From an optimization exercise on the open Yosys and OpenROAD flow, aimed at small area; shortcuts taken in it are not production practice.
RTL that was checked went through simulation tests only; none was proved equivalent to the original.
Only the layout flow was run in runs 2 to 4; the RTL was not checked for function there.
Power is estimated from default activity; no workload was simulated.

## flow/design.v (module list and top-level ports; edited modules follow where they fit)
// module HandwashSensor: 745 lines
module HandwashSensor(
    input clk,
    input reset,
    input acceptLeftHandDistance,
    input [15:0] leftHandDistance,
    input acceptLeftHandGain,
    input [7:0] leftHandGain,
    input acceptRightHandDistance,
    input [15:0] rightHandDistance,
    input acceptRightHandGain,
    input [7:0] rightHandGain,
    output waterOn
);
  // ...
==> flow/run.sh <==
#!/bin/bash
# synth_recipe.tcl (not shown) runs the flow's synth.tcl, then flattens the netlist and writes it again
# the make line also repeats each setting of config.mk as NAME=value (left out here)
make -C /OpenROAD-flow-scripts/flow DESIGN_CONFIG=/design/flow/config.mk WORK_HOME=/design/flow/orfs CLKGATE_MAP_FILE= SYNTH_SCRIPT=/design/flow/synth_recipe.tcl finish
==> flow/config.mk <==
export PLATFORM = sky130hd
export DESIGN_NAME = HandwashSensor
export DESIGN_NICKNAME = HandwashSensor
export VERILOG_FILES = /design/flow/design.v
export SDC_FILE = /design/flow/constraint.sdc
export NUM_CORES = 4
export LEC_CHECK = 0
export CAP_MARGIN = 20
export CORE_MARGIN = 2
export CORE_UTILIZATION = 40
export SLEW_MARGIN = 20
==> flow/constraint.sdc <==
create_clock -name core_clock -period 7.0 [get_ports {clk}]
set_input_delay 1.4000 -clock core_clock [delete_from_list [all_inputs] [get_ports {clk}]]
set_output_delay 1.4000 -clock core_clock [all_outputs]
set_load 0.01 [all_outputs]
==> reports/results.txt, run 1 <==
The flow ran to the end and the layout has no timing, DRC or antenna violations. The worst setup path category was flip-flop to flip-flop. The met1 usage in global routing was 24.92%; the number of flip-flops and latches was 49. The routed layout has 5618 vias.

Entering global routing, the biggest net connects 51 pins. For this block, the routed nets add up to 18420 um of wire. The tools report the clock root buffer master as sky130_fd_sc_hd__clkbuf_16. The tools report the highest ir drop seen on vdd as 81.37 uV. The fraction of synthesized cell area in xor and xnor cells was 0.5441%; the proportion of synthesized chip area in sequential cells was 12.19%. Area share of fa/ha/maj cells after synthesis: 51.67%. 0 antenna diodes ended up in the layout. Power attributed to combinational cells is 0.300 mW.

The number of signal-net inverters in the final layout came out at 137. The worst path uses 93.65% of the clock period. The run gives 6379 um^2 as the multi-input logic area.

STA classifies the critical path endpoint as a flip-flop. TritonCTS built the clock tree. The tools report the initial cell density of the core as 41.09%. The congestion estimate from routability-driven global placement came to 0.8289. Detailed routing placed a total of 9072 um of wire on met2. met2 is the most crowded layer. 55 I/O pins were placed. For met3 alone, demand over resource in global routing was 3.103%. The layout has 5 clock buffers. For this run, the top clock speed supported by timing is 152.5 MHz.

Global routing used 33.35% of the available met2 tracks. For the post-cts resize count, the log shows 0. Cells with a size suffix above 1 make up 4.407% of the layout.

Buffers outside the clock tree occupy 8.083% of the routed design's cell area. The worst pin sits at a relative slew slack of 30.20%. The share of synthesized area in the top cell type comes to 50.74%. The sequential cell fraction of total power came out at 38.2%.

At the end of the flow the core is filled with cells to 46.31%. Main flop type after synthesis: sky130_fd_sc_hd__dfxtp_1. After synthesis, the share of flip-flops with an asynchronous set or reset is 0%. The highest layer used for signal routing is met4. The leakage dissipation was 3.665 nW.

For this run, design rule violations remaining after detail routing come to 0. Multi-input gates account for 70.32% of the area. The worst hold path startpoint was leftHandDistanceHeld[5]$_SDFFE_PP0P_.

The proportion of cell area spent on the clock network is 1.434%. The cell seen most often among critical-path stages is sky130_fd_sc_hd__fa_1.
==> run 2, diff against run 1 <==
--- a/flow/design.v
+++ b/flow/design.v
@@ -229,106 +229,106 @@
 wire l_c71 = (l_c53 & l_s66) | ((l_c53 | l_s66) & l_s68);
 wire l_s72 = l_c53 ^ l_s66 ^ l_s68;
 wire l_c73 = (l_c55 & l_c57) | ((l_c55 | l_c57) & l_s70);
 wire l_s74 = l_c55 ^ l_c57 ^ l_s70;
 wire l_c75 = (l_s72 & l_c59) | ((l_s72 | l_c59) & l_s74);
 wire l_s76 = l_s72 ^ l_c59 ^ l_s74;
 wire l_c77 = (l_c61 & l_s76) | ((l_c61 | l_s76) & l_c63);
 wire l_s78 = l_c61 ^ l_s76 ^ l_c63;
-wire l_c79 = (l_pp_10_0 & l_pp_3_7) | ((l_pp_10_0 | l_pp_3_7) & l_pp_4_6);
-wire l_s80 = l_pp_10_0 ^ l_pp_3_7 ^ l_pp_4_6;
-wire l_c81 = (l_pp_5_5 & l_pp_6_4) | ((l_pp_5_5 | l_pp_6_4) & l_pp_7_3);
-wire l_s82 = l_pp_5_5 ^ l_pp_6_4 ^ l_pp_7_3;
-wire l_c83 = (l_pp_8_2 & l_pp_9_1) | ((l_pp_8_2 | l_pp_9_1) & l_c65);
-wire l_s84 = l_pp_8_2 ^ l_pp_9_1 ^ l_c65;
+wire l_c79 = (l_pp_3_7 & l_pp_4_6) | ((l_pp_3_7 | l_pp_4_6) & l_pp_5_5);
+wire l_s80 = l_pp_3_7 ^ l_pp_4_6 ^ l_pp_5_5;
+wire l_c81 = (l_pp_6_4 & l_pp_7_3) | ((l_pp_6_4 | l_pp_7_3) & l_pp_8_2);
+wire l_s82 = l_pp_6_4 ^ l_pp_7_3 ^ l_pp_8_2;
+wire l_c83 = (l_pp_9_1 & l_pp_10_0) | ((l_pp_9_1 | l_pp_10_0) & l_c65);
+wire l_s84 = l_pp_9_1 ^ l_pp_10_0 ^ l_c65;
 wire l_c85 = (l_c67 & l_s80) | ((l_c67 | l_s80) & l_s82);
 wire l_s86 = l_c67 ^ l_s80 ^ l_s82;
 wire l_c87 = (l_c69 & l_c71) | ((l_c69 | l_c71) & l_s84);
 wire l_s88 = l_c69 ^ l_c71 ^ l_s84;
 wire l_c89 = (l_s86 & l_c73) | ((l_s86 | l_c73) & l_s88);
 wire l_s90 = l_s86 ^ l_c73 ^ l_s88;
 wire l_c91 = (l_c75 & l_s90) | ((l_c75 | l_s90) & l_c77);
 wire l_s92 = l_c75 ^ l_s90 ^ l_c77;
-wire l_c93 = (l_pp_10_1 & l_pp_11_0) | ((l_pp_10_1 | l_pp_11_0) & l_pp_4_7);
-wire l_s94 = l_pp_10_1 ^ l_pp_11_0 ^ l_pp_4_7;
-wire l_c95 = (l_pp_5_6 & l_pp_6_5) | ((l_pp_5_6 | l_pp_6_5) & l_pp_7_4);
-wire l_s96 = l_pp_5_6 ^ l_pp_6_5 ^ l_pp_7_4;
-wire l_c97 = (l_pp_8_3 & l_pp_9_2) | ((l_pp_8_3 | l_pp_9_2) & l_c79);
-wire l_s98 = l_pp_8_3 ^ l_pp_9_2 ^ l_c79;
+wire l_c93 = (l_pp_4_7 & l_pp_5_6) | ((l_pp_4_7 | l_pp_5_6) & l_pp_6_5);
+wire l_s94 = l_pp_4_7 ^ l_pp_5_6 ^ l_pp_6_5;
+wire l_c95 = (l_pp_7_4 & l_pp_8_3) | ((l_pp_7_4 | l_pp_8_3) & l_pp_9_2);
+wire l_s96 = l_pp_7_4 ^ l_pp_8_3 ^ l_pp_9_2;
+wire l_c97 = (l_pp_10_1 & l_pp_11_0) | ((l_pp_10_1 | l_pp_11_0) & l_c79);
+wire l_s98 = l_pp_10_1 ^ l_pp_11_0 ^ l_c79;
 wire l_c99 = (l_c81 & l_s94) | ((l_c81 | l_s94) & l_s96);
 wire l_s100 = l_c81 ^ l_s94 ^ l_s96;
 wire l_c101 = (l_c83 & l_c85) | ((l_c83 | l_c85) & l_s98);
 wire l_s102 = l_c83 ^ l_c85 ^ l_s98;
 wire l_c103 = (l_s100 & l_c87) | ((l_s100 | l_c87) & l_s102);
 wire l_s104 = l_s100 ^ l_c87 ^ l_s102;
 wire l_c105 = (l_c89 & l_s104) | ((l_c89 | l_s104) & l_c91);
 wire l_s106 = l_c89 ^ l_s104 ^ l_c91;
-wire l_c107 = (l_pp_10_2 & l_pp_11_1) | ((l_pp_10_2 | l_pp_11_1) & l_pp_12_0);
-wire l_s108 = l_pp_10_2 ^ l_pp_11_1 ^ l_pp_12_0;
-wire l_c109 = (l_pp_5_7 & l_pp_6_6) | ((l_pp_5_7 | l_pp_6_6) & l_pp_7_5);
-wire l_s110 = l_pp_5_7 ^ l_pp_6_6 ^ l_pp_7_5;
-wire l_c111 = (l_pp_8_4 & l_pp_9_3) | ((l_pp_8_4 | l_pp_9_3) & l_c93);
-wire l_s112 = l_pp_8_4 ^ l_pp_9_3 ^ l_c93;
+wire l_c107 = (l_pp_5_7 & l_pp_6_6) | ((l_pp_5_7 | l_pp_6_6) & l_pp_7_5);
+wire l_s108 = l_pp_5_7 ^ l_pp_6_6 ^ l_pp_7_5;
+wire l_c109 = (l_pp_8_4 & l_pp_9_3) | ((l_pp_8_4 | l_pp_9_3) & l_pp_10_2);
+wire l_s110 = l_pp_8_4 ^ l_pp_9_3 ^ l_pp_10_2;
+wire l_c111 = (l_pp_11_1 & l_pp_12_0) | ((l_pp_11_1 | l_pp_12_0) & l_c93);
+wire l_s112 = l_pp_11_1 ^ l_pp_12_0 ^ l_c93;
 wire l_c113 = (l_c95 & l_s108) | ((l_c95 | l_s108) & l_s110);
 wire l_s114 = l_c95 ^ l_s108 ^ l_s110;
 wire l_c115 = (l_c97 & l_c99) | ((l_c97 | l_c99) & l_s112);
 wire l_s116 = l_c97 ^ l_c99 ^ l_s112;
 wire l_c117 = (l_s114 & l_c101) | ((l_s114 | l_c101) & l_s116);
 wire l_s118 = l_s114 ^ l_c101 ^ l_s116;
 wire l_c119 = (l_c103 & l_s118) | ((l_c103 | l_s118) & l_c105);
 wire l_s120 = l_c103 ^ l_s118 ^ l_c105;
-wire l_c121 = (l_pp_10_3 & l_pp_11_2) | ((l_pp_10_3 | l_pp_11_2) & l_pp_12_1);
-wire l_s122 = l_pp_10_3 ^ l_pp_11_2 ^ l_pp_12_1;
-wire l_c123 = (l_pp_13_0 & l_pp_6_7) | ((l_pp_13_0 | l_pp_6_7) & l_pp_7_6);
-wire l_s124 = l_pp_13_0 ^ l_pp_6_7 ^ l_pp_7_6;
-wire l_c125 = (l_pp_8_5 & l_pp_9_4) | ((l_pp_8_5 | l_pp_9_4) & l_c107);
-wire l_s126 = l_pp_8_5 ^ l_pp_9_4 ^ l_c107;
+wire l_c121 = (l_pp_6_7 & l_pp_7_6) | ((l_pp_6_7 | l_pp_7_6) & l_pp_8_5);
+wire l_s122 = l_pp_6_7 ^ l_pp_7_6 ^ l_pp_8_5;
+wire l_c123 = (l_pp_9_4 & l_pp_10_3) | ((l_pp_9_4 | l_pp_10_3) & l_pp_11_2);
+wire l_s124 = l_pp_9_4 ^ l_pp_10_3 ^ l_pp_11_2;
+wire l_c125 = (l_pp_12_1 & l_pp_13_0) | ((l_pp_12_1 | l_pp_13_0) & l_c107);
+wire l_s126 = l_pp_12_1 ^ l_pp_13_0 ^ l_c107;
 wire l_c127 = (l_c109 & l_s122) | ((l_c109 | l_s122) & l_s124);
 wire l_s128 = l_c109 ^ l_s122 ^ l_s124;
 wire l_c129 = (l_c111 & l_c113) | ((l_c111 | l_c113) & l_s126);
 wire l_s130 = l_c111 ^ l_c113 ^ l_s126;
 wire l_c131 = (l_s128 & l_c115) | ((l_s128 | l_c115) & l_s130);
 wire l_s132 = l_s128 ^ l_c115 ^ l_s130;
 wire l_c133 = (l_c117 & l_s132) | ((l_c117 | l_s132) & l_c119);
 wire l_s134 = l_c117 ^ l_s132 ^ l_c119;
-wire l_c135 = (l_pp_10_4 & l_pp_11_3) | ((l_pp_10_4 | l_pp_11_3) & l_pp_12_2);
-wire l_s136 = l_pp_10_4 ^ l_pp_11_3 ^ l_pp_12_2;
-wire l_c137 = (l_pp_13_1 & l_pp_14_0) | ((l_pp_13_1 | l_pp_14_0) & l_pp_7_7);
-wire l_s138 = l_pp_13_1 ^ l_pp_14_0 ^ l_pp_7_7;
-wire l_c139 = (l_pp_8_6 & l_pp_9_5) | ((l_pp_8_6 | l_pp_9_5) & l_c121);
-wire l_s140 = l_pp_8_6 ^ l_pp_9_5 ^ l_c121;
+wire l_c135 = (l_pp_7_7 & l_pp_8_6) | ((l_pp_7_7 | l_pp_8_6) & l_pp_9_5);
+wire l_s136 = l_pp_7_7 ^ l_pp_8_6 ^ l_pp_9_5;
+wire l_c137 = (l_pp_10_4 & l_pp_11_3) | ((l_pp_10_4 | l_pp_11_3) & l_pp_12_2);
+wire l_s138 = l_pp_10_4 ^ l_pp_11_3 ^ l_pp_12_2;
+wire l_c139 = (l_pp_13_1 & l_pp_14_0) | ((l_pp_13_1 | l_pp_14_0) & l_c121);
+wire l_s140 = l_pp_13_1 ^ l_pp_14_0 ^ l_c121;
 wire l_c141 = (l_c123 & l_s136) | ((l_c123 | l_s136) & l_s138);
 wire l_s142 = l_c123 ^ l_s136 ^ l_s138;
 wire l_c143 = (l_c125 & l_c127) | ((l_c125 | l_c127) & l_s140);
 wire l_s144 = l_c125 ^ l_c127 ^ l_s140;
 wire l_c145 = (l_s142 & l_c129) | ((l_s142 | l_c129) & l_s144);
 wire l_s146 = l_s142 ^ l_c129 ^ l_s144;
 wire l_c147 = l_c131 & l_s146;
 wire l_s148 = l_c131 ^ l_s146;
-wire l_c149 = (l_pp_10_5 & l_pp_11_4) | ((l_pp_10_5 | l_pp_11_4) & l_pp_12_3);
-wire l_s150 = l_pp_10_5 ^ l_pp_11_4 ^ l_pp_12_3;
-wire l_c151 = (l_pp_13_2 & l_pp_14_1) | ((l_pp_13_2 | l_pp_14_1) & l_pp_15_0);
-wire l_s152 = l_pp_13_2 ^ l_pp_14_1 ^ l_pp_15_0;
-wire l_c153 = (l_pp_8_7 & l_pp_9_6) | ((l_pp_8_7 | l_pp_9_6) & l_c135);
-wire l_s154 = l_pp_8_7 ^ l_pp_9_6 ^ l_c135;
+wire l_c149 = (l_pp_8_7 & l_pp_9_6) | ((l_pp_8_7 | l_pp_9_6) & l_pp_10_5);
+wire l_s150 = l_pp_8_7 ^ l_pp_9_6 ^ l_pp_10_5;
+wire l_c151 = (l_pp_11_4 & l_pp_12_3) | ((l_pp_11_4 | l_pp_12_3) & l_pp_13_2);
+wire l_s152 = l_pp_11_4 ^ l_pp_12_3 ^ l_pp_13_2;
+wire l_c153 = (l_pp_14_1 & l_pp_15_0) | ((l_pp_14_1 | l_pp_15_0) & l_c135);
+wire l_s154 = l_pp_14_1 ^ l_pp_15_0 ^ l_c135;
 wire l_c155 = (l_c137 & l_s150) | ((l_c137 | l_s150) & l_s152);
 wire l_s156 = l_c137 ^ l_s150 ^ l_s152;
 wire l_c157 = (l_c139 & l_c141) | ((l_c139 | l_c141) & l_s154);
 wire l_s158 = l_c139 ^ l_c141 ^ l_s154;
 wire l_c159 = (l_s156 & l_c143) | ((l_s156 | l_c143) & l_s158);
 wire l_s160 = l_s156 ^ l_c143 ^ l_s158;
 wire l_c161 = (l_c145 & l_s160) | ((l_c145 | l_s160) & l_c147);
 wire l_s162 = l_c145 ^ l_s160 ^ l_c147;
-wire l_c163 = (l_pp_10_6 & l_pp_11_5) | ((l_pp_10_6 | l_pp_11_5) & l_pp_12_4);
-wire l_s164 = l_pp_10_6 ^ l_pp_11_5 ^ l_pp_12_4;
-wire l_c165 = (l_pp_13_3 & l_pp_14_2) | ((l_pp_13_3 | l_pp_14_2) & l_pp_15_1);
-wire l_s166 = l_pp_13_3 ^ l_pp_14_2 ^ l_pp_15_1;
-wire l_c167 = (l_pp_9_7 & l_c149) | ((l_pp_9_7 | l_c149) & l_c151);
-wire l_s168 = l_pp_9_7 ^ l_c149 ^ l_c151;
+wire l_c163 = (l_pp_9_7 & l_pp_10_6) | ((l_pp_9_7 | l_pp_10_6) & l_pp_11_5);
+wire l_s164 = l_pp_9_7 ^ l_pp_10_6 ^ l_pp_11_5;
+wire l_c165 = (l_pp_12_4 & l_pp_13_3) | ((l_pp_12_4 | l_pp_13_3) & l_pp_14_2);
+wire l_s166 = l_pp_12_4 ^ l_pp_13_3 ^ l_pp_14_2;
+wire l_c167 = (l_pp_15_1 & l_c149) | ((l_pp_15_1 | l_c149) & l_c151);
+wire l_s168 = l_pp_15_1 ^ l_c149 ^ l_c151;
 wire l_c169 = (l_s164 & l_s166) | ((l_s164 | l_s166) & l_c153);
 wire l_s170 = l_s164 ^ l_s166 ^ l_c153;
 wire l_c171 = (l_c155 & l_s168) | ((l_c155 | l_s168) & l_c157);
 wire l_s172 = l_c155 ^ l_s168 ^ l_c157;
 wire l_c173 = (l_s170 & l_c159) | ((l_s170 | l_c159) & l_s172);
 wire l_s174 = l_s170 ^ l_c159 ^ l_s172;
 wire l_c175 = l_s174 & l_c161;
 wire l_s176 = l_s174 ^ l_c161;
@@ -582,106 +582,106 @@
 wire r_c71 = (r_c53 & r_s66) | ((r_c53 | r_s66) & r_s68);
 wire r_s72 = r_c53 ^ r_s66 ^ r_s68;
 wire r_c73 = (r_c55 & r_c57) | ((r_c55 | r_c57) & r_s70);
 wire r_s74 = r_c55 ^ r_c57 ^ r_s70;
 wire r_c75 = (r_s72 & r_c59) | ((r_s72 | r_c59) & r_s74);
 wire r_s76 = r_s72 ^ r_c59 ^ r_s74;
 wire r_c77 = (r_c61 & r_s76) | ((r_c61 | r_s76) & r_c63);
 wire r_s78 = r_c61 ^ r_s76 ^ r_c63;
-wire r_c79 = (r_pp_10_0 & r_pp_3_7) | ((r_pp_10_0 | r_pp_3_7) & r_pp_4_6);
-wire r_s80 = r_pp_10_0 ^ r_pp_3_7 ^ r_pp_4_6;
-wire r_c81 = (r_pp_5_5 & r_pp_6_4) | ((r_pp_5_5 | r_pp_6_4) & r_pp_7_3);
-wire r_s82 = r_pp_5_5 ^ r_pp_6_4 ^ r_pp_7_3;
-wire r_c83 = (r_pp_8_2 & r_pp_9_1) | ((r_pp_8_2 | r_pp_9_1) & r_c65);
-wire r_s84 = r_pp_8_2 ^ r_pp_9_1 ^ r_c65;
+wire r_c79 = (r_pp_3_7 & r_pp_4_6) | ((r_pp_3_7 | r_pp_4_6) & r_pp_5_5);
+wire r_s80 = r_pp_3_7 ^ r_pp_4_6 ^ r_pp_5_5;
+wire r_c81 = (r_pp_6_4 & r_pp_7_3) | ((r_pp_6_4 | r_pp_7_3) & r_pp_8_2);
+wire r_s82 = r_pp_6_4 ^ r_pp_7_3 ^ r_pp_8_2;
+wire r_c83 = (r_pp_9_1 & r_pp_10_0) | ((r_pp_9_1 | r_pp_10_0) & r_c65);
+wire r_s84 = r_pp_9_1 ^ r_pp_10_0 ^ r_c65;
 wire r_c85 = (r_c67 & r_s80) | ((r_c67 | r_s80) & r_s82);
 wire r_s86 = r_c67 ^ r_s80 ^ r_s82;
 wire r_c87 = (r_c69 & r_c71) | ((r_c69 | r_c71) & r_s84);
 wire r_s88 = r_c69 ^ r_c71 ^ r_s84;
 wire r_c89 = (r_s86 & r_c73) | ((r_s86 | r_c73) & r_s88);
 wire r_s90 = r_s86 ^ r_c73 ^ r_s88;
 wire r_c91 = (r_c75 & r_s90) | ((r_c75 | r_s90) & r_c77);
 wire r_s92 = r_c75 ^ r_s90 ^ r_c77;
-wire r_c93 = (r_pp_10_1 & r_pp_11_0) | ((r_pp_10_1 | r_pp_11_0) & r_pp_4_7);
-wire r_s94 = r_pp_10_1 ^ r_pp_11_0 ^ r_pp_4_7;
-wire r_c95 = (r_pp_5_6 & r_pp_6_5) | ((r_pp_5_6 | r_pp_6_5) & r_pp_7_4);
-wire r_s96 = r_pp_5_6 ^ r_pp_6_5 ^ r_pp_7_4;
-wire r_c97 = (r_pp_8_3 & r_pp_9_2) | ((r_pp_8_3 | r_pp_9_2) & r_c79);
-wire r_s98 = r_pp_8_3 ^ r_pp_9_2 ^ r_c79;
+wire r_c93 = (r_pp_4_7 & r_pp_5_6) | ((r_pp_4_7 | r_pp_5_6) & r_pp_6_5);
+wire r_s94 = r_pp_4_7 ^ r_pp_5_6 ^ r_pp_6_5;
+wire r_c95 = (r_pp_7_4 & r_pp_8_3) | ((r_pp_7_4 | r_pp_8_3) & r_pp_9_2);
+wire r_s96 = r_pp_7_4 ^ r_pp_8_3 ^ r_pp_9_2;
+wire r_c97 = (r_pp_10_1 & r_pp_11_0) | ((r_pp_10_1 | r_pp_11_0) & r_c79);
+wire r_s98 = r_pp_10_1 ^ r_pp_11_0 ^ r_c79;
 wire r_c99 = (r_c81 & r_s94) | ((r_c81 | r_s94) & r_s96);
 wire r_s100 = r_c81 ^ r_s94 ^ r_s96;
 wire r_c101 = (r_c83 & r_c85) | ((r_c83 | r_c85) & r_s98);
 wire r_s102 = r_c83 ^ r_c85 ^ r_s98;
 wire r_c103 = (r_s100 & r_c87) | ((r_s100 | r_c87) & r_s102);
 wire r_s104 = r_s100 ^ r_c87 ^ r_s102;
 wire r_c105 = (r_c89 & r_s104) | ((r_c89 | r_s104) & r_c91);
 wire r_s106 = r_c89 ^ r_s104 ^ r_c91;
-wire r_c107 = (r_pp_10_2 & r_pp_11_1) | ((r_pp_10_2 | r_pp_11_1) & r_pp_12_0);
-wire r_s108 = r_pp_10_2 ^ r_pp_11_1 ^ r_pp_12_0;
-wire r_c109 = (r_pp_5_7 & r_pp_6_6) | ((r_pp_5_7 | r_pp_6_6) & r_pp_7_5);
-wire r_s110 = r_pp_5_7 ^ r_pp_6_6 ^ r_pp_7_5;
-wire r_c111 = (r_pp_8_4 & r_pp_9_3) | ((r_pp_8_4 | r_pp_9_3) & r_c93);
-wire r_s112 = r_pp_8_4 ^ r_pp_9_3 ^ r_c93;
+wire r_c107 = (r_pp_5_7 & r_pp_6_6) | ((r_pp_5_7 | r_pp_6_6) & r_pp_7_5);
+wire r_s108 = r_pp_5_7 ^ r_pp_6_6 ^ r_pp_7_5;
+wire r_c109 = (r_pp_8_4 & r_pp_9_3) | ((r_pp_8_4 | r_pp_9_3) & r_pp_10_2);
+wire r_s110 = r_pp_8_4 ^ r_pp_9_3 ^ r_pp_10_2;
+wire r_c111 = (r_pp_11_1 & r_pp_12_0) | ((r_pp_11_1 | r_pp_12_0) & r_c93);
+wire r_s112 = r_pp_11_1 ^ r_pp_12_0 ^ r_c93;
 wire r_c113 = (r_c95 & r_s108) | ((r_c95 | r_s108) & r_s110);
 wire r_s114 = r_c95 ^ r_s108 ^ r_s110;
 wire r_c115 = (r_c97 & r_c99) | ((r_c97 | r_c99) & r_s112);
 wire r_s116 = r_c97 ^ r_c99 ^ r_s112;
 wire r_c117 = (r_s114 & r_c101) | ((r_s114 | r_c101) & r_s116);
 wire r_s118 = r_s114 ^ r_c101 ^ r_s116;
 wire r_c119 = (r_c103 & r_s118) | ((r_c103 | r_s118) & r_c105);
 wire r_s120 = r_c103 ^ r_s118 ^ r_c105;
-wire r_c121 = (r_pp_10_3 & r_pp_11_2) | ((r_pp_10_3 | r_pp_11_2) & r_pp_12_1);
-wire r_s122 = r_pp_10_3 ^ r_pp_11_2 ^ r_pp_12_1;
-wire r_c123 = (r_pp_13_0 & r_pp_6_7) | ((r_pp_13_0 | r_pp_6_7) & r_pp_7_6);
-wire r_s124 = r_pp_13_0 ^ r_pp_6_7 ^ r_pp_7_6;
-wire r_c125 = (r_pp_8_5 & r_pp_9_4) | ((r_pp_8_5 | r_pp_9_4) & r_c107);
-wire r_s126 = r_pp_8_5 ^ r_pp_9_4 ^ r_c107;
+wire r_c121 = (r_pp_6_7 & r_pp_7_6) | ((r_pp_6_7 | r_pp_7_6) & r_pp_8_5);
+wire r_s122 = r_pp_6_7 ^ r_pp_7_6 ^ r_pp_8_5;
+wire r_c123 = (r_pp_9_4 & r_pp_10_3) | ((r_pp_9_4 | r_pp_10_3) & r_pp_11_2);
+wire r_s124 = r_pp_9_4 ^ r_pp_10_3 ^ r_pp_11_2;
+wire r_c125 = (r_pp_12_1 & r_pp_13_0) | ((r_pp_12_1 | r_pp_13_0) & r_c107);
+wire r_s126 = r_pp_12_1 ^ r_pp_13_0 ^ r_c107;
 wire r_c127 = (r_c109 & r_s122) | ((r_c109 | r_s122) & r_s124);
 wire r_s128 = r_c109 ^ r_s122 ^ r_s124;
 wire r_c129 = (r_c111 & r_c113) | ((r_c111 | r_c113) & r_s126);
 wire r_s130 = r_c111 ^ r_c113 ^ r_s126;
 wire r_c131 = (r_s128 & r_c115) | ((r_s128 | r_c115) & r_s130);
 wire r_s132 = r_s128 ^ r_c115 ^ r_s130;
 wire r_c133 = (r_c117 & r_s132) | ((r_c117 | r_s132) & r_c119);
 wire r_s134 = r_c117 ^ r_s132 ^ r_c119;
-wire r_c135 = (r_pp_10_4 & r_pp_11_3) | ((r_pp_10_4 | r_pp_11_3) & r_pp_12_2);
-wire r_s136 = r_pp_10_4 ^ r_pp_11_3 ^ r_pp_12_2;
-wire r_c137 = (r_pp_13_1 & r_pp_14_0) | ((r_pp_13_1 | r_pp_14_0) & r_pp_7_7);
-wire r_s138 = r_pp_13_1 ^ r_pp_14_0 ^ r_pp_7_7;
-wire r_c139 = (r_pp_8_6 & r_pp_9_5) | ((r_pp_8_6 | r_pp_9_5) & r_c121);
-wire r_s140 = r_pp_8_6 ^ r_pp_9_5 ^ r_c121;
+wire r_c135 = (r_pp_7_7 & r_pp_8_6) | ((r_pp_7_7 | r_pp_8_6) & r_pp_9_5);
+wire r_s136 = r_pp_7_7 ^ r_pp_8_6 ^ r_pp_9_5;
+wire r_c137 = (r_pp_10_4 & r_pp_11_3) | ((r_pp_10_4 | r_pp_11_3) & r_pp_12_2);
+wire r_s138 = r_pp_10_4 ^ r_pp_11_3 ^ r_pp_12_2;
+wire r_c139 = (r_pp_13_1 & r_pp_14_0) | ((r_pp_13_1 | r_pp_14_0) & r_c121);
+wire r_s140 = r_pp_13_1 ^ r_pp_14_0 ^ r_c121;
 wire r_c141 = (r_c123 & r_s136) | ((r_c123 | r_s136) & r_s138);
 wire r_s142 = r_c123 ^ r_s136 ^ r_s138;
 wire r_c143 = (r_c125 & r_c127) | ((r_c125 | r_c127) & r_s140);
 wire r_s144 = r_c125 ^ r_c127 ^ r_s140;
 wire r_c145 = (r_s142 & r_c129) | ((r_s142 | r_c129) & r_s144);
 wire r_s146 = r_s142 ^ r_c129 ^ r_s144;
 wire r_c147 = r_c131 & r_s146;
 wire r_s148 = r_c131 ^ r_s146;
-wire r_c149 = (r_pp_10_5 & r_pp_11_4) | ((r_pp_10_5 | r_pp_11_4) & r_pp_12_3);
-wire r_s150 = r_pp_10_5 ^ r_pp_11_4 ^ r_pp_12_3;
-wire r_c151 = (r_pp_13_2 & r_pp_14_1) | ((r_pp_13_2 | r_pp_14_1) & r_pp_15_0);
-wire r_s152 = r_pp_13_2 ^ r_pp_14_1 ^ r_pp_15_0;
-wire r_c153 = (r_pp_8_7 & r_pp_9_6) | ((r_pp_8_7 | r_pp_9_6) & r_c135);
-wire r_s154 = r_pp_8_7 ^ r_pp_9_6 ^ r_c135;
+wire r_c149 = (r_pp_8_7 & r_pp_9_6) | ((r_pp_8_7 | r_pp_9_6) & r_pp_10_5);
+wire r_s150 = r_pp_8_7 ^ r_pp_9_6 ^ r_pp_10_5;
+wire r_c151 = (r_pp_11_4 & r_pp_12_3) | ((r_pp_11_4 | r_pp_12_3) & r_pp_13_2);
+wire r_s152 = r_pp_11_4 ^ r_pp_12_3 ^ r_pp_13_2;
+wire r_c153 = (r_pp_14_1 & r_pp_15_0) | ((r_pp_14_1 | r_pp_15_0) & r_c135);
+wire r_s154 = r_pp_14_1 ^ r_pp_15_0 ^ r_c135;
 wire r_c155 = (r_c137 & r_s150) | ((r_c137 | r_s150) & r_s152);
 wire r_s156 = r_c137 ^ r_s150 ^ r_s152;
 wire r_c157 = (r_c139 & r_c141) | ((r_c139 | r_c141) & r_s154);
 wire r_s158 = r_c139 ^ r_c141 ^ r_s154;
 wire r_c159 = (r_s156 & r_c143) | ((r_s156 | r_c143) & r_s158);
 wire r_s160 = r_s156 ^ r_c143 ^ r_s158;
 wire r_c161 = (r_c145 & r_s160) | ((r_c145 | r_s160) & r_c147);
 wire r_s162 = r_c145 ^ r_s160 ^ r_c147;
-wire r_c163 = (r_pp_10_6 & r_pp_11_5) | ((r_pp_10_6 | r_pp_11_5) & r_pp_12_4);
-wire r_s164 = r_pp_10_6 ^ r_pp_11_5 ^ r_pp_12_4;
-wire r_c165 = (r_pp_13_3 & r_pp_14_2) | ((r_pp_13_3 | r_pp_14_2) & r_pp_15_1);
-wire r_s166 = r_pp_13_3 ^ r_pp_14_2 ^ r_pp_15_1;
-wire r_c167 = (r_pp_9_7 & r_c149) | ((r_pp_9_7 | r_c149) & r_c151);
-wire r_s168 = r_pp_9_7 ^ r_c149 ^ r_c151;
+wire r_c163 = (r_pp_9_7 & r_pp_10_6) | ((r_pp_9_7 | r_pp_10_6) & r_pp_11_5);
+wire r_s164 = r_pp_9_7 ^ r_pp_10_6 ^ r_pp_11_5;
+wire r_c165 = (r_pp_12_4 & r_pp_13_3) | ((r_pp_12_4 | r_pp_13_3) & r_pp_14_2);
+wire r_s166 = r_pp_12_4 ^ r_pp_13_3 ^ r_pp_14_2;
+wire r_c167 = (r_pp_15_1 & r_c149) | ((r_pp_15_1 | r_c149) & r_c151);
+wire r_s168 = r_pp_15_1 ^ r_c149 ^ r_c151;
 wire r_c169 = (r_s164 & r_s166) | ((r_s164 | r_s166) & r_c153);
 wire r_s170 = r_s164 ^ r_s166 ^ r_c153;
 wire r_c171 = (r_c155 & r_s168) | ((r_c155 | r_s168) & r_c157);
 wire r_s172 = r_c155 ^ r_s168 ^ r_c157;
 wire r_c173 = (r_s170 & r_c159) | ((r_s170 | r_c159) & r_s172);
 wire r_s174 = r_s170 ^ r_c159 ^ r_s172;
 wire r_c175 = r_s174 & r_c161;
 wire r_s176 = r_s174 ^ r_c161;
==> flow/flow/run.sh (new file) <==
#!/bin/bash
# Own layout flow: the standard synthesis, then its combinational logic
# is rebuilt as an explicit gate netlist (flow/mulgen.py, same adder tree as
# the RTL, with inverted partial products so the full adders chain without
# inverters), then the standard layout steps from floorplan to finish.
set -euo pipefail
K=14
RES=orfs/results/${FLOW_PLATFORM}/HandwashSensor/base
LIB=${FLOW_HOME}/platforms/${FLOW_PLATFORM}/lib/sky130_fd_sc_hd__tt_025C_1v80.lib
YOSYS=$(command -v yosys || echo "${FLOW_HOME}/../tools/install/yosys/bin/yosys")

bash standard.sh synth > 1_standard_synth.log 2>&1
cp "$RES/1_2_yosys.v" standard_netlist.v
python3 flow/mulgen.py net "$K" standard_netlist.v net_pre.v > 2_mulgen.log 2>&1
MAP_LIB="$LIB" MAP_IN=net_pre.v MAP_TOP="$FLOW_TOP" MAP_OUT=net_post.v \
  "$YOSYS" -c flow/map.ys.tcl > 3_map_yosys.log 2>&1
cp net_post.v "$RES/1_2_yosys.v"
rm -f "$RES/1_synth.odb" "$RES/1_synth.sdc"
bash standard.sh finish \
  "BUFFER_PORTS_ARGS=-buffer_cell sky130_fd_sc_hd__buf_1" > 4_layout.log 2>&1
==> flow/flow/map.ys.tcl (new file) <==
# Map the tail logic of the rewritten netlist; cells already instantiated stay as they are.
set lib $::env(MAP_LIB)
yosys read_liberty -lib $lib
yosys read_verilog $::env(MAP_IN)
yosys hierarchy -check -top $::env(MAP_TOP)
yosys proc
yosys opt -fast
yosys techmap
yosys opt -fast
yosys abc -liberty $lib -dont_use sky130_fd_sc_hd__probe_p_8 -dont_use sky130_fd_sc_hd__probec_p_8 -dont_use sky130_fd_sc_hd__lpflow_* -D 7000
yosys opt_clean -purge
yosys hilomap -singleton -hicell sky130_fd_sc_hd__conb_1 HI -locell sky130_fd_sc_hd__conb_1 LO
yosys splitnets
yosys opt_clean -purge
yosys stat -liberty $lib
yosys check -assert
yosys write_verilog -noattr -nohex -nodec $::env(MAP_OUT)
==> flow/flow/mulgen.py (new file) <==
#!/usr/bin/env python3
"""Shared generator for the HandwashSensor datapath.

build(K) returns, per hand, the list of adder operations of the scaled
product dist*gain (bits [22:7]): a timing-ordered carry-save tree whose
last merges ripple.  The columns are split at K: the low section's
final carry (cK) is kept apart, and the tests on the top section are
made for both values of cK and selected.

emit_rtl() writes the design's Verilog; emit_net() writes a gate-level
netlist of the same structure (see run.sh)."""
import sys

T_PP = 0.9
D_FA_S, D_FA_C = 0.50, 0.30
D_HA_S, D_HA_C = 0.30, 0.20
HANDS = (("l", "leftHandDistanceHeld", "leftHandGainHeld"),
         ("r", "rightHandDistanceHeld", "rightHandGainHeld"))


def build(p, K):
    """ops: list of (kind, out_sum, out_carry, inputs); kind fa/ha.
    out_sum/out_carry are names or None when unused."""
    ops = []
    cols = [[] for _ in range(24)]
    for i in range(16):
        for j in range(8):
            cols[i + j].append((T_PP, ("pp", i, j)))
    cnt = [0]

    def new(kind):
        cnt[0] += 1
        return f"{p}_{kind}{cnt[0]}"
    final = {}
    chain = None
    for c in range(23):
        col = cols[c]
        keep_sum = c >= 7
        keep_carry = c < 22
        while len(col) > 1:
            col.sort(key=lambda x: x[0])
            if len(col) >= 3:
                (ta, a), (tb, b), (tc, cc) = col[:3]
                col = col[3:]
                t = max(ta, tb, tc)
                last = len(col) == 0
                co = s = None
                if keep_carry:
                    co = new("c")
                    if last and c == K - 1:
                        chain = (t + D_FA_C, co)
                    else:
                        cols[c + 1].append((t + D_FA_C, co))
                if not (last and not keep_sum):
                    s = new("s")
                    col.append((t + D_FA_S, s))
                ops.append(("fa", s, co, (a, b, cc)))
                if s is None:
                    break
            else:
                (ta, a), (tb, b) = col[:2]
                col = []
                t = max(ta, tb)
                co = s = None
                if keep_carry:
                    co = new("c")
                    if c == K - 1:
                        chain = (t + D_HA_C, co)
                    else:
                        cols[c + 1].append((t + D_HA_C, co))
                if keep_sum:
                    s = new("s")
                    col.append((t + D_HA_S, s))
                ops.append(("ha", s, co, (a, b)))
        cols[c] = col
        if keep_sum:
            assert col
            final[c] = col[0]
    return ops, final, chain


def tail_lines(p, K, final, chain, sig):
    """Zero / threshold tests; sig(x) gives the expression for signal x."""
    k = K - 7
    m = 23 - K
    q = 1500 >> k
    r = 1500 & ((1 << k) - 1)
    assert q >= 1
    top = [sig(final[c][1]) for c in range(K, 23)]
    low = [sig(final[c][1]) for c in range(7, K)]
    S, L, CK = f"{p}_top", f"{p}_low", f"{p}_cK"
    all1 = (1 << m) - 1
    return [
        f"wire [{m-1}:0] {S} = {{{', '.join(reversed(top))}}};",
        f"wire [{k-1}:0] {L} = {{{', '.join(reversed(low))}}};",
        f"wire {CK} = {sig(chain[1])};",
        f"wire {p}_topZero = {CK} ? ({S} == {m}'d{all1}) : ({S} == {m}'d0);",
        f"wire {p}_topLtQ = {CK} ? (({S} < {m}'d{q-1}) | ({S} == {m}'d{all1})) : ({S} < {m}'d{q});",
        f"wire {p}_topEqQ = {CK} ? ({S} == {m}'d{q-1}) : ({S} == {m}'d{q});",
        f"wire {p}_nonZero = ~({p}_topZero & ({L} == {k}'d0));",
        f"wire {p}_belowThreshold = {p}_topLtQ | ({p}_topEqQ & ({L} < {k}'d{r}));",
    ]


def emit_rtl(K, template, out):
    body = []
    for p, d, g in HANDS:
        ops, final, chain = build(p, K)

        def nm(x):
            return f"{p}_pp_{x[1]}_{x[2]}" if isinstance(x, tuple) else x
        for i in range(16):
            for j in range(8):
                body.append(f"wire {p}_pp_{i}_{j} = {d}[{i}] & {g}[{j}];")
        for kind, s, co, ins in ops:
            if kind == "fa":
                a, b, c = map(nm, ins)
                if co:
                    body.append(f"wire {co} = ({a} & {b}) | (({a} | {b}) & {c});")
                if s:
                    body.append(f"wire {s} = {a} ^ {b} ^ {c};")
            else:
                a, b = map(nm, ins)
                if co:
                    body.append(f"wire {co} = {a} & {b};")
                if s:
                    body.append(f"wire {s} = {a} ^ {b};")
        body += tail_lines(p, K, final, chain, nm)
    open(out, "w").write(open(template).read().replace("//@MULT@", "\n".join(body)))


CELL = "sky130_fd_sc_hd__"


class Net:
    def __init__(self):
        self.cells = []
        self.n = 0

    def cell(self, typ, pins):
        self.n += 1
        name = f"mg_{typ}_{self.n}"
        pl = ", ".join(f".{k}({v} )" if v.startswith("\\") else f".{k}({v})"
                       for k, v in pins.items())
        self.cells.append(f"  {CELL}{typ} {name} ({pl});")

    def wire(self, base):
        self.n += 1
        return f"mgn_{base}_{self.n}"


def emit_net(K, std_netlist, out):
    """Rewrite the standard netlist: keep its ports and flip-flops, and
    replace all combinational logic by the structure below.  Tail logic
    is left as assign statements for Yosys/ABC to map."""
    import re
    src = open(std_netlist).read()
    flops = re.findall(r"(sky130_fd_sc_hd__df\w+)\s+(\\\S+|\S+)\s*\((.*?)\);", src, re.S)
    header = src[src.index("module "):]
    header = header[:header.index(";") + 1]
    ports = re.findall(r"^\s*(input|output)\s*(\[\d+:\d+\])?\s*(\w+);", src, re.M)
    regs = {}
    for typ, name, body in flops:
        pins = dict((k, v.strip()) for k, v in re.findall(r"\.(\w+)\(([^()]*)\)", body))
        base = name.lstrip("\\").split("$")[0]
        regs[base] = (typ, name, pins)
    N = Net()
    W = []          # extra wire declarations
    A = []          # assigns
    dnet = {}       # register bit -> D net name
    for base in regs:
        dnet[base] = N.wire("d")
    # hold registers
    groups = [("acceptLeftHandDistance", "leftHandDistance", "leftHandDistanceHeld", 16),
              ("acceptLeftHandGain", "leftHandGain", "leftHandGainHeld", 8),
              ("acceptRightHandDistance", "rightHandDistance", "rightHandDistanceHeld", 16),
              ("acceptRightHandGain", "rightHandGain", "rightHandGainHeld", 8)]
    for acc, inp, held, w in groups:
        load, keep = N.wire("load"), N.wire("keep")
        N.cell("nor2b_1", {"A": "reset", "B_N": acc, "Y": load})
        N.cell("nor2_1", {"A": acc, "B": "reset", "Y": keep})
        for i in range(w):
            b = f"{held}[{i}]"
            q = regs[b][2]["Q"]
            N.cell("a22o_1", {"A1": load, "A2": f"{inp}[{i}]", "B1": keep, "B2": q,
                              "X": dnet[b]})
    body_tail = []
    for p, d, g in HANDS:
        ops, final, chain = build(p, K)
        pol = {}    # signal -> (net, inverted)
        qd = [regs[f"{d}[{i}]"][2]["Q"] for i in range(16)]
        qg = [regs[f"{g}[{j}]"][2]["Q"] for j in range(8)]
        for i in range(16):
            for j in range(8):
                n = N.wire(f"{p}pp")
                N.cell("nand2_1", {"A": qd[i], "B": qg[j], "Y": n})
                pol[("pp", i, j)] = (n, True)

        def get(x, want):
            net, inv = pol[x]
            if inv == want:
                return net
            n = N.wire("inv")
            N.cell("inv_1", {"A": net, "Y": n})
            return n
        for kind, s, co, ins in ops:
            invs = [pol[x][1] for x in ins]
            if kind == "fa":
                P = sum(invs) >= 2
                a, b, c = (get(x, P) for x in ins)
                if s and co:
                    ns, nc = N.wire("s"), N.wire("c")
                    N.cell("fa_1", {"A": a, "B": b, "CIN": c, "COUT": nc, "SUM": ns})
                    pol[s] = (ns, P)
                    pol[co] = (nc, P)
                elif co:
                    nc = N.wire("c")
                    N.cell("maj3_1", {"A": a, "B": b, "C": c, "X": nc})
                    pol[co] = (nc, P)
                else:
                    t, ns = N.wire("t"), N.wire("s")
                    N.cell("xor2_1", {"A": a, "B": b, "X": t})
                    N.cell("xor2_1", {"A": t, "B": c, "X": ns})
                    # xor of (possibly inverted) inputs: inverted iff P (odd count)
                    pol[s] = (ns, P)
            else:
                P = sum(invs) >= 1 and (sum(invs) == 2 or invs[0])
                a, b = (get(x, P) for x in ins)
                if not P:
                    if s and co:
                        ns, nc = N.wire("s"), N.wire("c")
                        N.cell("ha_1", {"A": a, "B": b, "COUT": nc, "SUM": ns})
                        pol[s], pol[co] = (ns, False), (nc, False)
                    elif co:
                        nc = N.wire("c")
                        N.cell("and2_1", {"A": a, "B": b, "X": nc})
                        pol[co] = (nc, False)
                    else:
                        ns = N.wire("s")
                        N.cell("xor2_1", {"A": a, "B": b, "X": ns})
                        pol[s] = (ns, False)
                else:
                    # inputs carry ~a, ~b: ~(a&b) = ~a | ~b, ~(a^b) = xnor(~a, ~b)
                    if co:
                        nc = N.wire("c")
                        N.cell("or2_1", {"A": a, "B": b, "X": nc})
                        pol[co] = (nc, True)
                    if s:
                        ns = N.wire("s")
                        N.cell("xnor2_1", {"A": a, "B": b, "Y": ns})
                        pol[s] = (ns, True)

        def sig(x):
            net, inv = pol[x]
            return f"~{net}" if inv else net
        body_tail += tail_lines(p, K, final, chain, sig)
    A.append(f"assign {dnet['waterOnReg']} = ~reset & l_nonZero & r_nonZero & (l_belowThreshold | r_belowThreshold);")
    assert set(regs) == set(dnet)
    lines = [header]
    for io, rng, nm in ports:
        lines.append(f"  {io} {rng + ' ' if rng else ''}{nm};")
    qnets = set()
    for base, (typ, name, pins) in regs.items():
        qn = pins["Q"]
        if not qn.startswith("waterOn") or qn != "waterOn":
            qnets.add(qn)
    for qn in sorted(qnets):
        lines.append(f"  wire {qn if not qn.startswith(chr(92)) else qn + ' '};")
    decl = set()
    for c in N.cells:
        for v in re.findall(r"\((mgn_\w+)\)", c):
            decl.add(v)
    decl.update(dnet.values())
    for v in sorted(decl):
        lines.append(f"  wire {v};")
    for base, (typ, name, pins) in regs.items():
        lines.append(f"  {typ} {name} (.CLK({pins['CLK']}), .D({dnet[base]}), .Q({pins['Q']}{' ' if pins['Q'].startswith(chr(92)) else ''}));")
    lines += N.cells
    lines += ["  " + x for x in body_tail]
    lines += ["  " + x for x in A]
    lines.append("endmodule")
    open(out, "w").write("\n".join(lines) + "\n")


if __name__ == "__main__":
    cmd = sys.argv[1]
    K = int(sys.argv[2])
    if cmd == "rtl":
        emit_rtl(K, sys.argv[3], sys.argv[4])
    else:
        emit_net(K, sys.argv[3], sys.argv[4])
==> flow/standard.sh (new file) <==
#!/bin/bash
# synth_recipe.tcl (not shown) runs the flow's synth.tcl, then flattens the netlist and writes it again
# the make line also repeats each setting of config.mk as NAME=value (left out here)
make -C /OpenROAD-flow-scripts/flow DESIGN_CONFIG=/design/flow/config.mk WORK_HOME=/design/flow/orfs CLKGATE_MAP_FILE= SYNTH_SCRIPT=/design/flow/synth_recipe.tcl "${@:-finish}"
removed: flow/run.sh
==> reports/results.txt, run 2 <==
The post-CTS clock slew at the launch and capture registers of the worst setup and hold paths is 70 ps, and the maximum single-stage delay on the critical path is 590 ps. The final HPWL from detailed placement is 14330 um, and the die area is 18430 um^2. Clock skew on the completed layout was measured at 5.595 ps. The final setup TNS came out at 0 ps. The fraction of layout instances using a drive strength above 1 was 9.660% (+5.3 points). Setup repair after global routing left no endpoint under its margin. For the count of final hold-check violations, the log shows 0. The portion of the clock cycle consumed by the worst path in the final layout is 96.46% (+2.8 points).

The total via count after detailed routing is 5237 (-6.8%), and the internal power summed over all cells is 0.5887 mW. The number of fill cells in the layout is 1608. The leakage dissipation is 1.603 nW (-56%). The cell seen most often among critical-path stages was sky130_fd_sc_hd__fa_1. Once detail routing completed, the nets flagged for antenna violations numbered 0.

For this block, the initial DRC count from the detailed router was 325. The cell at the slowest stage of the critical path is sky130_fd_sc_hd__fa_1. The tree is rooted in a sky130_fd_sc_hd__clkbuf_16. The run gives 37.8% (-0.4 points) as the sequential cell fraction of total power.

The kind of path behind the tightest hold check was flip-flop to flip-flop. The total chip power is 0.8851 mW, and the clock period minus worst slack is 6752 ps. The signal arrival time at the worst endpoint is 6980 ps, and the average via count per standard cell is 5.455. The logs give 2 for the number of buffers on the longest clock path and 48 for the count of standard-cell rows. The number of warnings printed during yosys synthesis was 1.

STA classifies the critical path endpoint as a flip-flop. For the number of maximum-capacitance violations, the log shows 0. The largest registers in the layout are leftHandDistanceHeld: 16 flops, rightHandDistanceHeld: 16 flops.

Counting both buffers and inverters, the worst setup path holds a total of 0. Wire length reported by the detailed router: 17280 um (-6.2%). In this run the power spent charging and discharging nets is 0.2964 mW. The number of pins with negative max-slew slack in the final report came out at 0. Counting the buffers created by CTS gives 5.

The H-tree was split into 2 levels. The placeable core area is 17120 um^2. Measured along the x axis, the die boundary spans 135.8 um. The first detailed-routing pass ran for 5 iterations. After synthesis the cells add up to 6945 um^2. Compared with the post-synthesis result, the final layout area differs by 14.16%.

Of the total power, the share spent switching nets is 33.49%. Instance count after placement with tap cells included: 950. The tools report the largest net degree at the start of global routing as 17 (-67%). The clock reaches the later pin of the worst-skew pair after 300 ps. Among cell families on the critical path, the largest total delay comes from adder cells. For the count of boundary I/O pins, the log shows 55 (unchanged).

Summed over all layers, the global routing overflow is 0. Most common library cell in the layout ignoring fill and taps: sky130_fd_sc_hd__nand2_1. The post-synth net total is 895, and the count of buffers inserted at the top-level ports is 54. In this run the power density over the cells is 111.6 nW/um^2. The global-route wire length before repair is 29170 um, and the post-synthesis average cell area is 10.90 um^2.

At the pin with the least slew margin, the transition time is 791.9 ps. The run gives 0 (unchanged) as the residual DRC count. The maximum fanout count along the critical path works out to 6. At the end of the flow, the number of nets in the layout was 992. Traced cell by cell, the critical path runs through nand2_1 -> fa_1 -> fa_1 -> fa_1 -> fa_1 -> or2_1 -> fa_1 -> or2_1 -> fa_1 -> fa_1 -> fa_1 -> fa_1 -> fa_1 -> xor2_1 -> or4_1 -> o311a_1 -> a211oi_1 -> o22ai_1 -> a21oi_1. For the worst setup path, the data required time is 7230 ps. Leaving out filler cells and counting taps, the final layout contains 960. The height of the die is 135.8 um, and the worst slew margin relative to its limit is 47.09% (+17 points).

Initial cell density of the core: 40.58% (-0.51 points). The worst setup path is of the flip-flop to flip-flop kind. The antenna diode count was 0 (unchanged); the highest ir drop seen on vdd was 102.0 uV (+25%). The library cells used most frequently in the layout, excluding fill and tap cells, are sky130_fd_sc_hd__nand2_1 (258), sky130_fd_sc_hd__fa_1 (200), sky130_fd_sc_hd__buf_1 (54).

The worst setup path is launched from a flip-flop. Synthesis handed over a netlist of 637 instances. The tools report the number of global-route vias before repair as 5927. In the final routed layout, each cell accounts on average for 18.00 um. TritonCTS built the clock tree. For the maximum clock rate, the log shows 148.1 MHz (-2.9%). The flow ran to the end and the layout has no timing, DRC or antenna violations.

Across every metal layer, demand over resource in global routing totals 20.36%. For the quantity of hold-fixing buffers added after cts, the log shows 0. The number of sinks driven by the clock tree was 49; the fraction of power consumed by the clock network was 33.0%. The initial antenna violation count is 0. The weighted congestion at the end of routability-driven global placement was 0.8367 (+0.94%); the setup-violating endpoint count in the final report was 0.

Of the total power, combinational logic draws 29.2%.
run 2: changes by cell type in the layout (fill, tap and decap cells not counted), sizes merged, moves of 42 or more:
cell / previous run / this run
and2: 98 / 0
mux2i: 48 / 0
inv: 137 / 0
nand2: 156 / 258
nor2: 53 / 11
clkdlybuf4s50: 52 / 0
buf: 29 / 90
a22o: 0 / 48
run 2: timing repair:
item                       in CTS  in global routing
setup buffers                   0                  1
setup endpoints to repair       0                  1
gates resized for setup         0                 26
hold endpoints to repair        0                  0
run 2: worst paths after layout:
path                                               from                               endpoint  slack [ps]  depth (start not counted)
setup / recovery      rightHandGainHeld[6]$_SDFFE_PP0P_                  waterOnReg$_SDFF_PP0_         250                         19
hold / removal    rightHandDistanceHeld[9]$_SDFFE_PP0P_  rightHandDistanceHeld[9]$_SDFFE_PP0P_         550                          1
setup reg to reg      rightHandGainHeld[6]$_SDFFE_PP0P_                  waterOnReg$_SDFF_PP0_         250                         19
hold reg to reg   rightHandDistanceHeld[9]$_SDFFE_PP0P_  rightHandDistanceHeld[9]$_SDFFE_PP0P_         550                          1
run 2: final cells by class:
type | instances | area (um^2) | area share (%)
clock inverters | 2 | 37.54 | 0.4734
repair buffers | 90 | 476.7 | 6.012
multi-input cells | 587 | 5983 | 75.46
inverters | 1 | 3.754 | 0.04734
flip-flops and latches | 49 | 1007 | 12.70
well taps | 225 | 281.5 | 3.551
clock buffers | 6 | 138.9 | 1.752
run 2: through the flow:
step,setup slack [ps],hold WS (ps),area [um^2],utilization [%]
6_report,247.5,548.1,7929,46.32
5_1_grt,9.928,573.4,7929,46.32
4_1_cts,66.77,642.1,7864,45.94
3_5_place_dp,109.4,635.0,7687,44.91
3_3_place_gp,223.3,628.8,7685,44.90
2_1_floorplan,262.1,566.5,6945,-
run 2: power groups by stage:
stage	clock network [mW]	logic (mW)	registers, mW
final	0.292	0.258	0.335
after global routing	0.304	0.291	0.338
after CTS	0.296	0.257	0.332
after detailed placement	0	0.255	0.339
after global placement	0	0.247	0.338
after floorplan	0	0.156	0.339
run 2: worst register-to-register path: stages, from the launching register on:
cell and delay [ps]:
sky130_fd_sc_hd__dfxtp_2 390, sky130_fd_sc_hd__nand2_1 100, sky130_fd_sc_hd__fa_1 440, sky130_fd_sc_hd__fa_1 410, sky130_fd_sc_hd__fa_1 590, sky130_fd_sc_hd__fa_1 460
sky130_fd_sc_hd__or2_1 240, sky130_fd_sc_hd__fa_1 400, sky130_fd_sc_hd__or2_1 230, sky130_fd_sc_hd__fa_1 380, sky130_fd_sc_hd__fa_1 380, sky130_fd_sc_hd__fa_1 390
sky130_fd_sc_hd__fa_1 390, sky130_fd_sc_hd__fa_1 390, sky130_fd_sc_hd__xor2_1 170, sky130_fd_sc_hd__or4_1 550, sky130_fd_sc_hd__o311a_1 310, sky130_fd_sc_hd__a211oi_1 220
sky130_fd_sc_hd__o22ai_1 110, sky130_fd_sc_hd__a21oi_1 130
run 2: per-layer routing:
metal	GRT usage (%)	wire (um)	part of all wire, %
met1	26.77	7185	42
met2	35.75	9023	52
met3	2.170	703	4.1
met4	5.961	369	2.1
met5	0	0	0
==> run 3, diff against run 2 <==
--- a/flow/config.mk
+++ b/flow/config.mk
@@ -8,4 +8,5 @@
 export CAP_MARGIN = 20
 export CORE_MARGIN = 2
 export CORE_UTILIZATION = 40
+export GPL_TIMING_DRIVEN = 0
 export SLEW_MARGIN = 20
==> reports/results.txt, run 3 <==
The tools report the setup-violating endpoint count in the final report as 0 (unchanged). The portion of the clock cycle consumed by the worst path in the final layout works out to 96.04% (-0.43 points). TritonCTS built the clock tree. Summed instance area of the synthesized netlist: 6945 um^2 (unchanged). The run gives 0 (unchanged) as the antenna diode count. The weighted congestion at the end of routability-driven global placement is 0.8175 (-2.3%), and the routed wire length per instance is 17.98 um (-0.11%). The run gives 895 (unchanged) as the post-synth net total. The flow ran to the end and the layout has no timing, DRC or antenna violations.

The post-route worst hold slack is 556.8 ps (+8.639 ps), and the post-synthesis average cell area is 10.90 um^2 (unchanged). Traced cell by cell, the critical path runs through nand2_1 -> fa_1 -> fa_1 -> fa_1 -> fa_1 -> or2_1 -> fa_1 -> or2_1 -> fa_1 -> fa_2 -> fa_2 -> fa_1 -> fa_1 -> xor2_1 -> or4_4 -> o311a_1 -> a211oi_2 -> o22ai_1 -> a21oi_1. The worst slack at placement was -308.8 ps (-418.2 ps); the maximum single-stage delay on the critical path was 550 ps (-40 ps).

Leaving out fill and tap cells, the most frequent cells in the layout are sky130_fd_sc_hd__nand2_1 (258), sky130_fd_sc_hd__fa_1 (201), sky130_fd_sc_hd__buf_1 (54). Die area: 18430 um^2 (unchanged). The count of boundary I/O pins was 55 (unchanged). Number of DRC markers after the initial detailed-route iteration: 414 (+27%). The global-route wire length before repair came out at 28140 um (-3.5%). The portion of total power attributed to combinational logic was 27.4% (-1.8 points). The capture point of the worst reg-to-reg path is waterOnReg$_SDFF_PP0_.

Cell seen most often among critical-path stages: sky130_fd_sc_hd__fa_1. The tools report the sequential cell fraction of total power as 41.9% (+4.1 points). The min-delay analysis places its worst path in the category flip-flop to flip-flop.

The insertion delay to the later sink of the worst-skew pair is 300 ps (about the same), and the fraction of power consumed by the clock network is 30.7% (-2.3 points). Net switching power figure: 0.3030 mW (+2.2%). Worst setup slack after layout: 277.5 ps (+29.91 ps). The largest net degree at the start of global routing was 18 (+1); the initial antenna violation count was 0 (unchanged). The tools report the number of buffers on the longest clock path as 2 (unchanged).

The tools report the number of sinks driven by the clock tree as 49 (unchanged). The tools report the end point of the worst hold path as rightHandGainHeld[3]$_SDFFE_PP0P_. The run gives 33.11% (-14 points) as the worst slew margin relative to its limit.

The worst setup path is launched from a flip-flop. The post-detailed-route count of antenna-violating nets was 0 (unchanged); the detailed-router iteration count before antenna repair was 5 (unchanged). Final standard cell count with taps included and fillers excluded: 948 (-1.3%).

Setup repair after global routing left no endpoint under its margin. The final HPWL from detailed placement came out at 13250 um (-7.5%). The fraction of layout instances using a drive strength above 1 is 9.682% (+0.022 points), and the total via count after detailed routing is 5187 (-0.95%). Quantity of hold-fixing buffers added after cts: 0 (unchanged). The clock period minus worst slack is 6723 ps (-29.91 ps), and the chip width is 135.8 um (unchanged). The cell at the slowest stage of the critical path was sky130_fd_sc_hd__or4_4. The switching share of total power was 36.03% (+2.5 points).

For the final layout net count, the log shows 980 (-1.2%). Leaving out fill and tap cells, the most frequent cell in the layout is sky130_fd_sc_hd__nand2_1. Number of levels the H-tree was split into: 2 (unchanged). The CTS buffer count came out at 5 (unchanged). The logs give 7240 ps (about the same) for the data required time at the worst endpoint and 637 (unchanged) for the synthesized netlist cell count. The run gives 0 (unchanged) as the count of final hold-check violations. The source of the worst register-to-register timing path is rightHandGainHeld[4]$_SDFFE_PP0P_.

STA classifies the critical path endpoint as a flip-flop. The worst setup path category was flip-flop to flip-flop. Wire length reported by the detailed router: 17050 um (-1.4%). Relative to the synthesized area, the layout overhead comes to 13.46%. The post-CTS clock slew at the launch and capture registers of the worst setup and hold paths came out at 70 ps (about the same). The instance count after placement with tap cells included came out at 916 (-3.6%).

The register-to-register setup slack was 280 ps (+30 ps); the placeable core area was 17120 um^2 (unchanged). The maximum fanout count along the critical path came out at 11 (+5). The clock root buffer master is sky130_fd_sc_hd__clkbuf_16. The maximum clock rate was 148.8 MHz (+0.44%); the count of buffers inserted at the top-level ports was 54 (unchanged). The leakage dissipation is 1.537 nW (-4.1%), and the sum of overflow across all layers after global routing is 0 (unchanged). The number of pins with negative max-slew slack in the final report was 0 (unchanged); the number of warnings printed during yosys synthesis was 1 (unchanged). The depth of the worst register-to-register path works out to 19 (unchanged). The average via count per standard cell was 5.472 (+0.30%).

The power per cell area works out to 106.7 nW/um^2 (-4.4%). The residual DRC count was 0 (unchanged). The signal arrival time at the worst endpoint was 6960 ps (-20 ps). The tools report the combined global-route utilization of all metal layers as 19.67% (-0.69 points). The count of standard-cell rows was 48 (unchanged); the height of the die was 135.8 um (unchanged). For the initial cell density of the core, the log shows 40.58% (unchanged). The number of maximum-capacitance violations was 0 (unchanged).

In the final layout, the registers with the most flip-flops are leftHandDistanceHeld: 16 flops, rightHandDistanceHeld: 16 flops. The internal power summed over all cells is 0.5380 mW (-8.6%), and the highest ir drop seen on vdd is 76.05 uV (-25%). The worst hold path begins at rightHandGainHeld[3]$_SDFFE_PP0P_. The worst hold path cell count is 1 (unchanged), and the clock tree skew after final layout is 4.967 ps (-0.6284 ps). The transition time of the tightest slew-check pin came out at 1001 ps (+209.4 ps).

The tools report the number of global-route vias before repair as 5731 (-3.3%).
==> run 3: changes by cell type in the layout (fill, tap and decap cells not counted), sizes merged <==
cell      before  now
buf           90   77
clkinvlp       1    2
bufinv         1    0
inv            0    1
==> run 3: critical path: cells and delay by family (launching register included) <==
family	cells	cell delay [ps]
compound gates	4	750
fa+ha+maj	10	4150
xor+xnor	1	180
simple gates	4	1130
flops	1	430
==> run 3: worst max-delay path by stage <==
stage	startpoint	to	slack, ps	depth (start not counted)
global placement	rightHandGainHeld[6]$_SDFFE_PP0P_	waterOnReg$_SDFF_PP0_	-200	19
CTS	rightHandDistanceHeld[11]$_SDFFE_PP0P_	waterOnReg$_SDFF_PP0_	8	19
global route	leftHandGainHeld[2]$_SDFFE_PP0P_	waterOnReg$_SDFF_PP0_	0.7	19
finish	rightHandGainHeld[4]$_SDFFE_PP0P_	waterOnReg$_SDFF_PP0_	280	19
floorplan	rightHandGainHeld[7]$_SDFFE_PP0P_	waterOnReg$_SDFF_PP0_	260	19
detailed placement	rightHandGainHeld[7]$_SDFFE_PP0P_	waterOnReg$_SDFF_PP0_	-310	19
==> run 3: power by group through the flow <==
stage	clock, mW	sequential [mW]	combinational (mW)
6_report	0.258	0.352	0.230
5_1_grt	0.269	0.357	0.261
4_1_cts	0.262	0.359	0.212
3_5_place_dp	0	0.364	0.210
3_3_place_gp	0	0.365	0.201
2_1_floorplan	0	0.339	0.156
==> run 3: per-layer routing <==
layer	global-route usage, %	part of all wire, %	wire (um)	up-vias
met5	0	0	0	-
met4	6.424	2.5	426	0
met3	2.357	5.6	949	36
met2	34.71	53	8962	190
met1	25.26	39	6709	2709
li1	-	-	-	2252
==> run 3: layout make-up <==
type	instances	area [um^2]
clock buffer	5	125.1
clock inverter	3	26.28
fill	1596	9236
inverter	1	3.754
multi-input combinational	587	5987
sequential	49	1061
tap	225	281.5
timing repair buffer	78	395.4
==> run 3: what timing repair did <==
item	CTS	global route
endpoints found under the setup margin	1	1
endpoints found under the hold margin	0	0
resized for setup	22	31
buffers inserted	0	24
==> run 3: per-stage QoR <==
stage | util [%] | total power, mW | setup TNS [ps] | instance area [um^2]
final | 46.04 | 0.8410 | 0 | 7880
after floorplan | - | 0.4941 | 0 | 6945
after global routing | 46.04 | 0.8868 | 0 | 7880
after detailed placement | 43.41 | 0.5748 | -308.8 | 7430
after CTS | 44.49 | 0.8329 | 0 | 7615
after global placement | 43.41 | 0.5659 | -202.5 | 7430
==> run 4, diff against run 3 <==
--- a/flow/flow/run.sh
+++ b/flow/flow/run.sh
@@ -17,4 +17,6 @@
 cp net_post.v "$RES/1_2_yosys.v"
 rm -f "$RES/1_synth.odb" "$RES/1_synth.sdc"
 bash standard.sh finish \
-  "BUFFER_PORTS_ARGS=-buffer_cell sky130_fd_sc_hd__buf_1" > 4_layout.log 2>&1
+  "BUFFER_PORTS_ARGS=-buffer_cell sky130_fd_sc_hd__buf_1" \
+  "CTS_ARGS=-sink_clustering_enable -repair_clock_nets -dont_use_dummy_load -buf_list sky130_fd_sc_hd__clkbuf_4 sky130_fd_sc_hd__clkbuf_8" \
+  > 4_layout.log 2>&1
==> reports/results.txt, run 4 <==
The run stopped with a tool error. The flow stopped in clock tree synthesis (4_1_cts). The first error in the log reads "[ERROR STA-0564] clock_tree_synthesis positional arguments not supported".

The logs give 916 (unchanged) for the instance count after placement with tap cells included and 1 (unchanged) for the number of warnings printed during yosys synthesis. The post-synth net total is 895 (unchanged), and the post-synthesis average cell area is 10.90 um^2 (unchanged). The synthesized netlist cell count is 637 (unchanged), and the worst slack at placement is -308.8 ps (unchanged). The final HPWL from detailed placement was 13250 um (unchanged). The run gives 0.8175 (unchanged) as the weighted congestion at the end of routability-driven global placement. The count of boundary I/O pins was 55 (unchanged); the count of buffers inserted at the top-level ports was 54 (unchanged). The summed instance area of the synthesized netlist is 6945 um^2 (unchanged).

The initial cell density of the core was 40.58% (unchanged); the chip width was 135.8 um (unchanged). The count of standard-cell rows came out at 48 (unchanged). The height of the die came out at 135.8 um (unchanged).
-- run 4: power groups by stage --
stage | clock network [mW] | registers, mW | logic [mW]
global placement | 0 | 0.365 | 0.201
detailed placement | 0 | 0.364 | 0.210
floorplan | 0 | 0.339 | 0.156
-- run 4: how the worst max path moves through the flow --
stage                                  endpoint                         startpoint  cells past startpoint  slack (ps)
after detailed placement  waterOnReg$_SDFF_PP0_  rightHandGainHeld[7]$_SDFFE_PP0P_                     19        -310
after global placement    waterOnReg$_SDFF_PP0_  rightHandGainHeld[6]$_SDFFE_PP0P_                     19        -200
after floorplan           waterOnReg$_SDFF_PP0_  rightHandGainHeld[7]$_SDFFE_PP0P_                     19         260
-- run 4: per-stage QoR --
step	power, mW	area, um^2
detailed placement	0.5748	7430
global placement	0.5659	7430
floorplan	0.4941	6945

-- separate check: timing with driven ports --
How much do the figures lean on ideal ports? The routed layouts below were timed once more, with nothing changed but the port constraints. Step 1 sets driving cells, clkbuf_16 on the clock port and buf_2 on the other inputs (assumed; they add their load-dependent delay and slew). Step 2 times the ports against the registers' clock, not the clock port: input delays grow and output delays shrink by t, the midpoint of the rising clock arrivals with the driver on. Slacks: no drivers / after step 1 / after step 2; pairs: no drivers / after step 1.
| run | t, ns | setup WS [ns] | worst setup path after step 2 | slew at the worst register clock pin (ns) |
|---|---|---|---|---|
| run 1 | 0.343 | 0.444 / 0.444 / 0.444 | register to register | 0.07 / 0.07 |
| run 2 | 0.335 | 0.248 / 0.248 / 0.248 | register to register | 0.07 / 0.07 |
| run 3 | 0.342 | 0.277 / 0.277 / 0.277 | register to register | 0.08 / 0.08 |
After both steps setup and hold are still met in every run listed.
